Context: an optimization exercise on an open-source flow, tuned for small area, a short achievable clock period and few clock cycles per item. The choices shown serve that exercise and are no tape-out recipe. Function was checked by simulation only, so behaviour that the tests miss may differ from the original. Power figures rest on the tool's default switching activity, not on a simulated workload.

==> inputs of run a <==
Design core, start of the top module:
module core (
    input [31:0] data_in,
    input rst,
    input clk,
    output wire [31:0] addr,
    output wire [31:0] data_out,
    output wire mem_ren,
    output wire mem_wen
);
==> module core, before the edit <==
module core (
    input [31:0] data_in,
    input rst,
    input clk,
    output wire [31:0] addr,
    output wire [31:0] data_out,
    output wire mem_ren,
    output wire mem_wen
);
assign data_out = 32'd0;
assign mem_wen = 1'b0;
reg run;
always @(posedge clk, posedge rst)
    if (rst) run <= 1'b0;
    else run <= 1'b1;
assign mem_ren = run;
reg [31:0] ea, eb;       
reg [2:0]  ef3;          
reg        ealt;         
reg [4:0]  erd;          
reg        ebr;          
reg [29:0] eseq;         
reg [29:0] etgt;         
wire [32:0] sum1 = {ea, 1'b1} + {eb, ealt};
wire [31:0] sum = sum1[32:1];
reg  [7:0]  cp, cg;
reg         ccin;
integer k;
reg  [7:0]  tg [0:3];
reg  [7:0]  tp [0:3];
integer l, j;
always @(*) begin
    tg[0] = cg;
    tp[0] = cp;
    for (l = 0; l < 3; l = l + 1) begin
        tg[l+1] = 8'd0;
        tp[l+1] = 8'd0;
        for (j = 0; j < (4 >> l); j = j + 1) begin
            tg[l+1][j] = tg[l][2*j+1] | (tp[l][2*j+1] & tg[l][2*j]);
            tp[l+1][j] = tp[l][2*j+1] & tp[l][2*j];
        end
    end
end
wire cmp = tg[3][0] | (tp[3][0] & ccin);
reg  [32:0] sa;
reg  [4:0]  sh;
wire [32:0] sr = $signed(sa) >>> sh;
reg  [31:0] sl;
always @(*)
    for (k = 0; k < 32; k = k + 1)
        sl[k] = sr[31-k];
reg [31:0] res;
always @(*)
    case (ef3)
    3'b000: res = sum;
    3'b001: res = sl;
    3'b010: res = {31'd0, cmp};
    3'b011: res = {31'd0, cmp};
    3'b100: res = ea ^ eb;
    3'b101: res = sr[31:0];
    3'b110: res = ea | eb;
    default: res = ea & eb;
    endcase
wire taken = ebr & cmp;
wire [29:0] fpc = ({30{taken}} & etgt) | ({30{~taken}} & eseq);
assign addr = {fpc, 2'b00};
reg [31:0] r [1:31];
reg [31:1] v;
integer i;
always @(posedge clk)
    for (i = 1; i < 32; i = i + 1)
        if (erd == i) r[i] <= res;
always @(posedge clk, posedge rst)
    if (rst) v <= 31'd0;
    else
        for (i = 1; i < 32; i = i + 1)
            if (erd == i) v[i] <= 1'b1;
wire [31:0] ins = data_in;
wire [4:0]  rs1 = ins[19:15];
wire [4:0]  rs2 = ins[24:20];
wire [2:0]  f3  = ins[14:12];
wire        is_br  = ins[6];         
wire        is_imm = ~ins[5];        
wire is_shift   = ~is_br & (f3[1:0] == 2'b01);        
wire is_sub     = ~is_br & ~is_imm & ins[30] & (f3 == 3'b000);    
wire cmp_ne     = is_br & (f3 == 3'b001);
wire cmp_ge     = is_br & f3[2] & f3[0];
wire cmp_x      = cmp_ge | cmp_ne;
wire cmp_y      = ~is_br | (f3[2] & ~f3[0]) | cmp_ne;
wire cmp_cin    = is_br & ((f3 == 3'b000) | (f3[2] & f3[0]));
wire cmp_signed = is_br ? ~f3[1] : ~f3[0];           
wire fwd1 = (rs1 == erd) && (erd != 5'd0);
wire fwd2 = (rs2 == erd) && (erd != 5'd0);
reg [31:0] rd1, rd2;
always @(*) begin
    rd1 = 32'd0;
    rd2 = 32'd0;
    for (i = 1; i < 32; i = i + 1) begin
        if (rs1 == i && v[i]) rd1 = rd1 | r[i];
        if (rs2 == i && v[i]) rd2 = rd2 | r[i];
    end
end
wire [31:0] opa = fwd1 ? res : rd1;
wire [31:0] bp = ~(opa ^ opb);
wire [30:0] ab = opa[30:0] & ~opb[30:0];         
wire [30:0] ba = ~opa[30:0] & opb[30:0];         
wire        ab31 = opa[31] & ~opb[31];
wire        ba31 = ~opa[31] & opb[31];
wire [31:0] bg = {cmp_signed ? (ab31 & cmp_y) | (ba31 & cmp_x) : (ab31 & cmp_x) | (ba31 & cmp_y),
                  (ab & {31{cmp_x}}) | (ba & {31{cmp_y}})};
reg  [31:0] opa_rev;
always @(*)
    for (k = 0; k < 32; k = k + 1)
        opa_rev[k] = opa[31-k];
wire [31:0] opb = is_imm ? {{20{ins[31]}}, ins[31:20]} : (fwd2 ? res : rd2);
always @(posedge clk) begin
    ea   <= opa;
    eb   <= opb ^ {32{is_sub}};
    sa   <= {is_shift & f3[2] & ins[30] & opa[31], (f3[2] ? opa : opa_rev) & {32{is_shift}}};
    sh   <= opb[4:0] & {5{is_shift}};
    for (k = 0; k < 8; k = k + 1) begin
        cp[k] <= &bp[4*k +: 4];
        cg[k] <= bg[4*k+3] | (bp[4*k+3] & bg[4*k+2]) | (&bp[4*k+2 +: 2] & bg[4*k+1])
               | (&bp[4*k+1 +: 3] & bg[4*k]);
    end
    ccin <= cmp_cin;
    ef3  <= f3;
    ealt <= is_sub;
    etgt <= fpc + {{20{ins[31]}}, ins[7], ins[30:25], ins[11:9]};
end
always @(posedge clk, posedge rst)
    if (rst) begin
        erd <= 5'd0;
        ebr <= 1'b0;
        eseq <= 30'h3fffffff;    
    end else begin
        erd <= (run && !is_br) ? ins[11:7] : 5'd0;
        ebr <= run && is_br;
        eseq <= fpc + 30'd1;
    end
endmodule
make LEC_CHECK=0 CAP_MARGIN=20 CORE_MARGIN=2 CORE_UTILIZATION=50 CTS_CLUSTER_DIAMETER=150 CTS_CLUSTER_SIZE=20 PLACE_DENSITY=0.65 SETUP_SLACK_MARGIN=5 SLEW_MARGIN=20 finish   # period 10.0 ns
run.sh (not shown) runs the stock make flow with config.mk's settings and CLKGATE_MAP_FILE= SYNTH_SCRIPT=/design/flow/synth_recipe.tcl, a recipe that flattens the netlist after the stock synthesis.
==> run b: changes against run a <==
==> flow/design.v (replaced) <==
module core (
    input [31:0] data_in,
    input rst,
    input clk,
    output wire [31:0] addr,
    output wire [31:0] data_out,
    output wire mem_ren,
    output wire mem_wen
);
assign data_out = 32'd0;
assign mem_wen = 1'b0;
reg run;
always @(posedge clk, posedge rst)
    if (rst) run <= 1'b0;
    else run <= 1'b1;
assign mem_ren = run;
reg [31:0] ea, eb;       
reg [2:0]  ef3;          
reg        ealt;         
reg [4:0]  erd;          
reg        ebr;          
reg [29:0] epc;          
reg [10:0] eoff;         
wire [31:0] sum = ealt ? ea - eb : ea + eb;
wire        ltu = ea < eb;
wire        lts = $signed(ea) < $signed(eb);
wire        eq  = ea == eb;
wire [31:0] sra = $signed(ea) >>> eb[4:0];
wire [31:0] srl = ea >> eb[4:0];
reg [31:0] res;
always @(*)
    case (ef3)
    3'b000: res = sum;
    3'b001: res = ea << eb[4:0];
    3'b010: res = {31'd0, lts};
    3'b011: res = {31'd0, ltu};
    3'b100: res = ea ^ eb;
    3'b101: res = ealt ? sra : srl;
    3'b110: res = ea | eb;
    default: res = ea & eb;
    endcase
wire cond  = ef3[2] ? (ef3[1] ? ltu : lts) : eq;
wire taken = ebr & (cond ^ ef3[0]);
wire [29:0] pc_seq = epc + 30'd1;
wire [29:0] pc_tgt = epc + {{19{eoff[10]}}, eoff};
wire [29:0] fpc = taken ? pc_tgt : pc_seq;
assign addr = {fpc, 2'b00};
reg [31:0] r [1:31];
reg [31:1] v;
integer i;
always @(posedge clk)
    for (i = 1; i < 32; i = i + 1)
        if (erd == i) r[i] <= res;
always @(posedge clk, posedge rst)
    if (rst) v <= 31'd0;
    else
        for (i = 1; i < 32; i = i + 1)
            if (erd == i) v[i] <= 1'b1;
wire [31:0] ins = data_in;
wire [4:0]  rs1 = ins[19:15];
wire [4:0]  rs2 = ins[24:20];
wire [2:0]  f3  = ins[14:12];
wire        is_br  = ins[6];         
wire        is_imm = ~ins[5];        
wire fwd1 = (rs1 == erd) && (erd != 5'd0);
wire fwd2 = (rs2 == erd) && (erd != 5'd0);
reg [31:0] rd1, rd2;
always @(*) begin
    rd1 = 32'd0;
    rd2 = 32'd0;
    for (i = 1; i < 32; i = i + 1) begin
        if (rs1 == i && v[i]) rd1 = rd1 | r[i];
        if (rs2 == i && v[i]) rd2 = rd2 | r[i];
    end
end
wire [31:0] opa = fwd1 ? res : rd1;
wire [31:0] opb = is_imm ? {{20{ins[31]}}, ins[31:20]} : (fwd2 ? res : rd2);
always @(posedge clk) begin
    ea   <= opa;
    eb   <= opb;
    ef3  <= f3;
    ealt <= ins[30] & (ins[5] | f3 == 3'b101);
    eoff <= {ins[31], ins[7], ins[30:25], ins[11:9]};
end
always @(posedge clk, posedge rst)
    if (rst) begin
        erd <= 5'd0;
        ebr <= 1'b0;
        epc <= 30'h3ffffffe;     
    end else begin
        erd <= (run && !is_br) ? ins[11:7] : 5'd0;
        ebr <= run && is_br;
        epc <= fpc;
    end
endmodule
Settings changed: CORE_UTILIZATION 50 to 25, CTS_CLUSTER_DIAMETER 150 to default, CTS_CLUSTER_SIZE 20 to default, PLACE_DENSITY 0.65 to 0.45, SETUP_SLACK_MARGIN 5 to default.
==> summary of the runs <==
- Clock power: run b is larger than run a (62%).
- Of run b and run a, run b has the higher routed wire length (gap 16%, measured against run a).
- In run a the sequential power is higher than in run b, by 7.5%.
- Of run a and run b, run a has the higher via count (gap about 3%, measured against run b).
- In run b the combinational power is smaller than in run a, by about 3%.
- In run a the global-route usage is higher than in run b, by 17 points.
- Area after synthesis: run b is smaller than run a (about 3.5%).
- In run b the hold slack is lower than in run a, by 0.016 ns.
- Between run a and run b, the lower final area is in run a (gap about 0.7%, measured against run b).
- In run a the maximum frequency is larger than in run b, by about 80%.
- Total power: run b is larger than run a (12%).
Testbench counts of run a, summed over its fixed seeds: cycles 51,909, instrs 51,525.
Testbench counts of run b, summed over its fixed seeds: cycles 51,909, instrs 51,525.

========
==> v19 <==
core, a different RTL version from the one above (not shown whole).
==> module core, before the edit <==
module core (
    input [31:0] data_in,
    input rst,
    input clk,
    output wire [31:0] addr,
    output wire [31:0] data_out,
    output wire mem_ren,
    output wire mem_wen
);
assign data_out = 32'd0;
assign mem_wen = 1'b0;
reg run;
always @(posedge clk, posedge rst)
    if (rst) run <= 1'b0;
    else run <= 1'b1;
assign mem_ren = run;
reg [31:0] ea, eb;       
reg [2:0]  ef3;          
reg        ealt;         
reg [4:0]  erd;          
reg        ebr;          
reg [29:0] epc;          
reg [10:0] eoff;         
wire [31:0] sum = ealt ? ea - eb : ea + eb;
reg  [31:0] cp, cg;
wire        eq = &cp;
reg         lt;
integer k;
always @(*) begin
    lt = 1'b0;
    for (k = 0; k < 32; k = k + 1)
        lt = cg[k] | (cp[k] & lt);
end
wire        altu = ea < eb;
wire        alts = $signed(ea) < $signed(eb);
wire [31:0] sra = $signed(ea) >>> eb[4:0];
wire [31:0] srl = ea >> eb[4:0];
reg [31:0] res;
always @(*)
    case (ef3)
    3'b000: res = sum;
    3'b001: res = ea << eb[4:0];
    3'b010: res = {31'd0, alts};
    3'b011: res = {31'd0, altu};
    3'b100: res = ea ^ eb;
    3'b101: res = ealt ? sra : srl;
    3'b110: res = ea | eb;
    default: res = ea & eb;
    endcase
wire cond  = ef3[2] ? lt : eq;
wire taken = ebr & (cond ^ ef3[0]);
wire [29:0] pc_seq = epc + 30'd1;
wire [29:0] pc_tgt = epc + {{19{eoff[10]}}, eoff};
wire [29:0] fpc = ({30{taken}} & pc_tgt) | ({30{~taken}} & pc_seq);
assign addr = {fpc, 2'b00};
reg [31:0] r [1:31];
reg [31:1] v;
integer i;
always @(posedge clk)
    for (i = 1; i < 32; i = i + 1)
        if (erd == i) r[i] <= res;
always @(posedge clk, posedge rst)
    if (rst) v <= 31'd0;
    else
        for (i = 1; i < 32; i = i + 1)
            if (erd == i) v[i] <= 1'b1;
wire [31:0] ins = data_in;
wire [4:0]  rs1 = ins[19:15];
wire [4:0]  rs2 = ins[24:20];
wire [2:0]  f3  = ins[14:12];
wire        is_br  = ins[6];         
wire        is_imm = ~ins[5];        
wire fwd1 = (rs1 == erd) && (erd != 5'd0);
wire fwd2 = (rs2 == erd) && (erd != 5'd0);
reg [31:0] rd1, rd2;
always @(*) begin
    rd1 = 32'd0;
    rd2 = 32'd0;
    for (i = 1; i < 32; i = i + 1) begin
        if (rs1 == i && v[i]) rd1 = rd1 | r[i];
        if (rs2 == i && v[i]) rd2 = rd2 | r[i];
    end
end
wire [31:0] opa = fwd1 ? res : rd1;
wire [31:0] opb = is_imm ? {{20{ins[31]}}, ins[31:20]} : (fwd2 ? res : rd2);
always @(posedge clk) begin
    ea   <= opa;
    eb   <= opb;
    cp   <= ~(opa ^ opb);
    cg   <= {f3[1] ? ~opa[31] & opb[31] : opa[31] & ~opb[31], ~opa[30:0] & opb[30:0]};
    ef3  <= f3;
    ealt <= ins[30] & (ins[5] | f3 == 3'b101);
    eoff <= {ins[31], ins[7], ins[30:25], ins[11:9]};
end
always @(posedge clk, posedge rst)
    if (rst) begin
        erd <= 5'd0;
        ebr <= 1'b0;
        epc <= 30'h3ffffffe;     
    end else begin
        erd <= (run && !is_br) ? ins[11:7] : 5'd0;
        ebr <= run && is_br;
        epc <= fpc;
    end
endmodule
clock: 10.0 ns
lec_check: 0
abc_clock_period_in_ps: 5000
cap_margin: 20
core_margin: 2
core_utilization: 40
place_density: 0.6
setup_slack_margin: 4.5
slew_margin: 20
==> v21 (differences from v19) <==
==> flow/design.v (replaced) <==
module core (
    input [31:0] data_in,
    input rst,
    input clk,
    output wire [31:0] addr,
    output wire [31:0] data_out,
    output wire mem_ren,
    output wire mem_wen
);
assign data_out = 32'd0;
assign mem_wen = 1'b0;
reg run;
always @(posedge clk, posedge rst)
    if (rst) run <= 1'b0;
    else run <= 1'b1;
assign mem_ren = run;
reg [31:0] ea, eb;       
reg [2:0]  ef3;          
reg        ealt;         
reg [4:0]  erd;          
reg        ebr;          
reg [29:0] eseq;         
reg [29:0] etgt;         
wire [32:0] sum1 = {ea, 1'b1} + {eb, ealt};
wire [31:0] sum = sum1[32:1];
reg  [7:0]  cp, cg;
reg         ccin;
integer k;
reg  [7:0]  tg [0:3];
reg  [7:0]  tp [0:3];
integer l, j;
always @(*) begin
    tg[0] = cg;
    tp[0] = cp;
    for (l = 0; l < 3; l = l + 1) begin
        tg[l+1] = 8'd0;
        tp[l+1] = 8'd0;
        for (j = 0; j < (4 >> l); j = j + 1) begin
            tg[l+1][j] = tg[l][2*j+1] | (tp[l][2*j+1] & tg[l][2*j]);
            tp[l+1][j] = tp[l][2*j+1] & tp[l][2*j];
        end
    end
end
wire cmp = tg[3][0] | (tp[3][0] & ccin);
reg  [32:0] sa;
reg  [4:0]  sh;
wire [32:0] sr = $signed(sa) >>> sh;
reg  [31:0] sl;
always @(*)
    for (k = 0; k < 32; k = k + 1)
        sl[k] = sr[31-k];
reg [31:0] res;
always @(*)
    case (ef3)
    3'b000: res = sum;
    3'b001: res = sl;
    3'b010: res = {31'd0, cmp};
    3'b011: res = {31'd0, cmp};
    3'b100: res = ea ^ eb;
    3'b101: res = sr[31:0];
    3'b110: res = ea | eb;
    default: res = ea & eb;
    endcase
wire taken = ebr & cmp;
wire [29:0] fpc = ({30{taken}} & etgt) | ({30{~taken}} & eseq);
assign addr = {fpc, 2'b00};
reg [31:0] r [1:31];
reg [31:1] v;
integer i;
always @(posedge clk)
    for (i = 1; i < 32; i = i + 1)
        if (erd == i) r[i] <= res;
always @(posedge clk, posedge rst)
    if (rst) v <= 31'd0;
    else
        for (i = 1; i < 32; i = i + 1)
            if (erd == i) v[i] <= 1'b1;
wire [31:0] ins = data_in;
wire [4:0]  rs1 = ins[19:15];
wire [4:0]  rs2 = ins[24:20];
wire [2:0]  f3  = ins[14:12];
wire        is_br  = ins[6];         
wire        is_imm = ~ins[5];        
wire is_shift   = ~is_br & (f3[1:0] == 2'b01);        
wire is_sub     = ~is_br & ~is_imm & ins[30] & (f3 == 3'b000);    
wire cmp_ne     = is_br & (f3 == 3'b001);
wire cmp_ge     = is_br & f3[2] & f3[0];
wire cmp_x      = cmp_ge | cmp_ne;
wire cmp_y      = ~is_br | (f3[2] & ~f3[0]) | cmp_ne;
wire cmp_cin    = is_br & ((f3 == 3'b000) | (f3[2] & f3[0]));
wire cmp_signed = is_br ? ~f3[1] : ~f3[0];           
wire fwd1 = (rs1 == erd) && (erd != 5'd0);
wire fwd2 = (rs2 == erd) && (erd != 5'd0);
reg [31:0] rd1, rd2;
always @(*) begin
    rd1 = 32'd0;
    rd2 = 32'd0;
    for (i = 1; i < 32; i = i + 1) begin
        if (rs1 == i && v[i]) rd1 = rd1 | r[i];
        if (rs2 == i && v[i]) rd2 = rd2 | r[i];
    end
end
wire [31:0] opa = fwd1 ? res : rd1;
wire [31:0] bp = ~(opa ^ opb);
wire [30:0] ab = opa[30:0] & ~opb[30:0];         
wire [30:0] ba = ~opa[30:0] & opb[30:0];         
wire        ab31 = opa[31] & ~opb[31];
wire        ba31 = ~opa[31] & opb[31];
wire [31:0] bg = {cmp_signed ? (ab31 & cmp_y) | (ba31 & cmp_x) : (ab31 & cmp_x) | (ba31 & cmp_y),
                  (ab & {31{cmp_x}}) | (ba & {31{cmp_y}})};
reg  [31:0] opa_rev;
always @(*)
    for (k = 0; k < 32; k = k + 1)
        opa_rev[k] = opa[31-k];
wire [31:0] opb = is_imm ? {{20{ins[31]}}, ins[31:20]} : (fwd2 ? res : rd2);
always @(posedge clk) begin
    ea   <= opa;
    eb   <= opb ^ {32{is_sub}};
    sa   <= {is_shift & f3[2] & ins[30] & opa[31], (f3[2] ? opa : opa_rev) & {32{is_shift}}};
    sh   <= opb[4:0] & {5{is_shift}};
    for (k = 0; k < 8; k = k + 1) begin
        cp[k] <= &bp[4*k +: 4];
        cg[k] <= bg[4*k+3] | (bp[4*k+3] & bg[4*k+2]) | (&bp[4*k+2 +: 2] & bg[4*k+1])
               | (&bp[4*k+1 +: 3] & bg[4*k]);
    end
    ccin <= cmp_cin;
    ef3  <= f3;
    ealt <= is_sub;
    etgt <= fpc + {{20{ins[31]}}, ins[7], ins[30:25], ins[11:9]};
end
always @(posedge clk, posedge rst)
    if (rst) begin
        erd <= 5'd0;
        ebr <= 1'b0;
        eseq <= 30'h3fffffff;    
    end else begin
        erd <= (run && !is_br) ? ins[11:7] : 5'd0;
        ebr <= run && is_br;
        eseq <= fpc + 30'd1;
    end
endmodule
==> flow/flow/run.sh (new file) <==
#!/bin/bash
set -o pipefail
export BUFFER_PORTS_ARGS="-buffer_cell sky130_fd_sc_hd__buf_4"
bash standard.sh finish > standard.log 2>&1
==> flow/standard.sh (new file) <==
#!/bin/bash
# synth_recipe.tcl (not shown) runs the flow's synth.tcl, then flattens the netlist and writes it again
# the make line also repeats each setting of config.mk as NAME=value (left out here)
make -C /OpenROAD-flow-scripts/flow DESIGN_CONFIG=/design/flow/config.mk WORK_HOME=/design/flow/orfs CLKGATE_MAP_FILE= SYNTH_SCRIPT=/design/flow/synth_recipe.tcl "${@:-finish}"
Settings changed: ABC_CLOCK_PERIOD_IN_PS 5000 to unset, CORE_UTILIZATION 40 to 50, CTS_CLUSTER_DIAMETER set to 150, CTS_CLUSTER_SIZE set to 20, PLACE_DENSITY 0.6 to 0.65, SETUP_SLACK_MARGIN 4.5 to 5.
removed: flow/run.sh
==> v38 (differences from v19) <==
==> flow/design.v (replaced) <==
module core (
    input [31:0] data_in,
    input rst,
    input clk,
    output wire [31:0] addr,
    output wire [31:0] data_out,
    output wire mem_ren,
    output wire mem_wen
);
assign data_out = 32'd0;
assign mem_wen = 1'b0;
reg run;
always @(posedge clk, posedge rst)
    if (rst) run <= 1'b0;
    else run <= 1'b1;
assign mem_ren = run;
reg [31:0] ea, eb;       
reg [2:0]  ef3;          
reg        ealt;         
reg [4:0]  erd;          
reg        ebr;          
reg [29:0] eseq;         
reg [29:0] etgt;         
wire [32:0] sum1 = {ea, 1'b1} + {eb, ealt};
wire [31:0] sum = sum1[32:1];
reg  [7:0]  cp, cg;
reg         ccin;
integer k;
reg  [7:0]  tg [0:3];
reg  [7:0]  tp [0:3];
integer l, j;
always @(*) begin
    tg[0] = cg;
    tp[0] = cp;
    for (l = 0; l < 3; l = l + 1) begin
        tg[l+1] = 8'd0;
        tp[l+1] = 8'd0;
        for (j = 0; j < (4 >> l); j = j + 1) begin
            tg[l+1][j] = tg[l][2*j+1] | (tp[l][2*j+1] & tg[l][2*j]);
            tp[l+1][j] = tp[l][2*j+1] & tp[l][2*j];
        end
    end
end
wire cmp = tg[3][0] | (tp[3][0] & ccin);
reg  [32:0] sa;
reg  [4:0]  sh;
wire [32:0] sr = $signed(sa) >>> sh;
reg  [31:0] sl;
always @(*)
    for (k = 0; k < 32; k = k + 1)
        sl[k] = sr[31-k];
reg [31:0] res;
always @(*)
    case (ef3)
    3'b000: res = sum;
    3'b001: res = sl;
    3'b010: res = {31'd0, cmp};
    3'b011: res = {31'd0, cmp};
    3'b100: res = ea ^ eb;
    3'b101: res = sr[31:0];
    3'b110: res = ea | eb;
    default: res = ea & eb;
    endcase
wire taken = ebr & cmp;
wire [29:0] fpc = ({30{taken}} & etgt) | ({30{~taken}} & eseq);
assign addr = {fpc, 2'b00};
reg [31:0] r [1:31];
reg [31:1] v;
integer i;
always @(posedge clk)
    for (i = 1; i < 32; i = i + 1)
        if (erd == i) r[i] <= res;
always @(posedge clk, posedge rst)
    if (rst) v <= 31'd0;
    else
        for (i = 1; i < 32; i = i + 1)
            if (erd == i) v[i] <= 1'b1;
wire [31:0] ins = data_in;
wire [4:0]  rs1 = ins[19:15];
wire [4:0]  rs2 = ins[24:20];
wire [2:0]  f3  = ins[14:12];
wire        is_br  = ins[6];         
wire        is_imm = ~ins[5];        
wire is_shift   = ~is_br & (f3[1:0] == 2'b01);        
wire is_sub     = ~is_br & ~is_imm & ins[30] & (f3 == 3'b000);    
wire cmp_ne     = is_br & (f3 == 3'b001);
wire cmp_ge     = is_br & f3[2] & f3[0];
wire cmp_x      = cmp_ge | cmp_ne;
wire cmp_y      = ~is_br | (f3[2] & ~f3[0]) | cmp_ne;
wire cmp_cin    = is_br & ((f3 == 3'b000) | (f3[2] & f3[0]));
wire cmp_signed = is_br ? ~f3[1] : ~f3[0];           
wire fwd1 = (rs1 == erd) && (erd != 5'd0);
wire fwd2 = (rs2 == erd) && (erd != 5'd0);
reg [31:0] rd1, rd2;
always @(*) begin
    rd1 = 32'd0;
    rd2 = 32'd0;
    for (i = 1; i < 32; i = i + 1) begin
        if (rs1 == i && v[i]) rd1 = rd1 | r[i];
        if (rs2 == i && v[i]) rd2 = rd2 | r[i];
    end
end
wire [31:0] opa = fwd1 ? res : rd1;
wire [31:0] bp = ~(opa ^ opb);
wire [30:0] ab = opa[30:0] & ~opb[30:0];         
wire [30:0] ba = ~opa[30:0] & opb[30:0];         
wire        ab31 = opa[31] & ~opb[31];
wire        ba31 = ~opa[31] & opb[31];
wire [31:0] bg = {cmp_signed ? (ab31 & cmp_y) | (ba31 & cmp_x) : (ab31 & cmp_x) | (ba31 & cmp_y),
                  (ab & {31{cmp_x}}) | (ba & {31{cmp_y}})};
reg  [31:0] opa_rev;
always @(*)
    for (k = 0; k < 32; k = k + 1)
        opa_rev[k] = opa[31-k];
wire [31:0] opb = is_imm ? {{20{ins[31]}}, ins[31:20]} : (fwd2 ? res : rd2);
always @(posedge clk) begin
    ea   <= opa;
    eb   <= opb ^ {32{is_sub}};
    sa   <= {is_shift & f3[2] & ins[30] & opa[31], (f3[2] ? opa : opa_rev) & {32{is_shift}}};
    sh   <= opb[4:0] & {5{is_shift}};
    for (k = 0; k < 8; k = k + 1) begin
        cp[k] <= &bp[4*k +: 4];
        cg[k] <= bg[4*k+3] | (bp[4*k+3] & bg[4*k+2]) | (&bp[4*k+2 +: 2] & bg[4*k+1])
               | (&bp[4*k+1 +: 3] & bg[4*k]);
    end
    ccin <= cmp_cin;
    ef3  <= f3;
    ealt <= is_sub;
    etgt <= fpc + {{20{ins[31]}}, ins[7], ins[30:25], ins[11:9]};
end
always @(posedge clk, posedge rst)
    if (rst) begin
        erd <= 5'd0;
        ebr <= 1'b0;
        eseq <= 30'h3fffffff;    
    end else begin
        erd <= (run && !is_br) ? ins[11:7] : 5'd0;
        ebr <= run && is_br;
        eseq <= fpc + 30'd1;
    end
endmodule
==> flow/flow/run.sh (new file) <==
#!/bin/bash
set -o pipefail
export BUFFER_PORTS_ARGS="-buffer_cell sky130_fd_sc_hd__buf_4"
bash standard.sh finish > standard.log 2>&1
==> flow/standard.sh (new file) <==
#!/bin/bash
# synth_recipe.tcl (not shown) runs the flow's synth.tcl, then flattens the netlist and writes it again
# the make line also repeats each setting of config.mk as NAME=value (left out here)
make -C /OpenROAD-flow-scripts/flow DESIGN_CONFIG=/design/flow/config.mk WORK_HOME=/design/flow/orfs CLKGATE_MAP_FILE= SYNTH_SCRIPT=/design/flow/synth_recipe.tcl "${@:-finish}"
Settings changed: ABC_CLOCK_PERIOD_IN_PS 5000 to unset, CTS_CLUSTER_DIAMETER set to 150, CTS_CLUSTER_SIZE set to 20, SETUP_SLACK_MARGIN 4.5 to 5.
removed: flow/run.sh
==> impl_metrics.ini <==
[critical_path]
cpMaxStageDelayCell = and3_4

[die]
tap_cells = 1524

[outcome]
outcome = complete, no violations

[clock_tree]
cts_resized = 119
Source of the figures above: v21

==> impl_metrics.ini <==
[placement]
place_ws_ns = 3.09

[outcome]
outcome = complete, no violations

[clock_tree]
cts_resized = 212
cts_tree = done

[pwr]
switching_power_mw = 3.90

[layout]
clock_area_share_pct = 5.90

[die]
fp.dieH_um = 388

[critical_path]
cpMaxStageDelayCell = dfstp_2
Source of the figures above: v19

==> impl_metrics.ini <==
[outcome]
outcome = complete, no violations

[layout]
fill_cells = 12900

[die]
tap_cells = 1917

[critical_path]
cpMaxStageDelayCell = o21ai_1

[placement]
gp_congestion = 0.966
Source of the figures above: v38

Testbench counts of v19, summed over its fixed seeds: cycles 51,909, instrs 51,525.
Testbench counts of v21, summed over its fixed seeds: cycles 51,909, instrs 51,525.
Testbench counts of v38, summed over its fixed seeds: cycles 51,909, instrs 51,525.

==> what the ideal ports hide <==
The flow's constraints put no driver on any port. The routed layouts listed below were extracted and timed again, unchanged, in two steps. Step 1 assumes that a clkbuf_16 drives the clock port and a buf_2 every other input. Step 2 also shifts input and output timing later by t, the mid clock arrival at the registers, as if the neighbouring blocks saw the same clock. Slacks: ideal ports / drivers / drivers and shift; pairs: ideal ports / drivers.
| run | t, ns | slack for setup (ns) | clock arrival spread, ns | worst slew at a driven data input, ns | cell pins on the clock port's net |
|---|---|---|---|---|---|
| run a | 0.776 | 4.828 / 4.781 / 4.103 | 0.040 / 0.041 | 0.07 | 1 |
| run b | 0.872 | 0.483 / 0.389 / 1.261 | 0.036 / 0.036 | 0.04 | 1 |
| v19 | 0.851 | 4.179 / 4.096 / 3.501 | 0.082 / 0.081 | 0.08 | 1 |
| v21 | 0.746 | 4.841 / 4.873 / 4.127 | 0.040 / 0.040 | 0.10 | 1 |
| v38 | 0.797 | 4.880 / 4.919 / 4.138 | 0.052 / 0.051 | 0.12 | 1 |
After both steps setup and hold are still met in every run listed. For v38, which loses most, drivers alone change the setup slack by +0.039 ns; drivers and shift together by -0.742 ns.
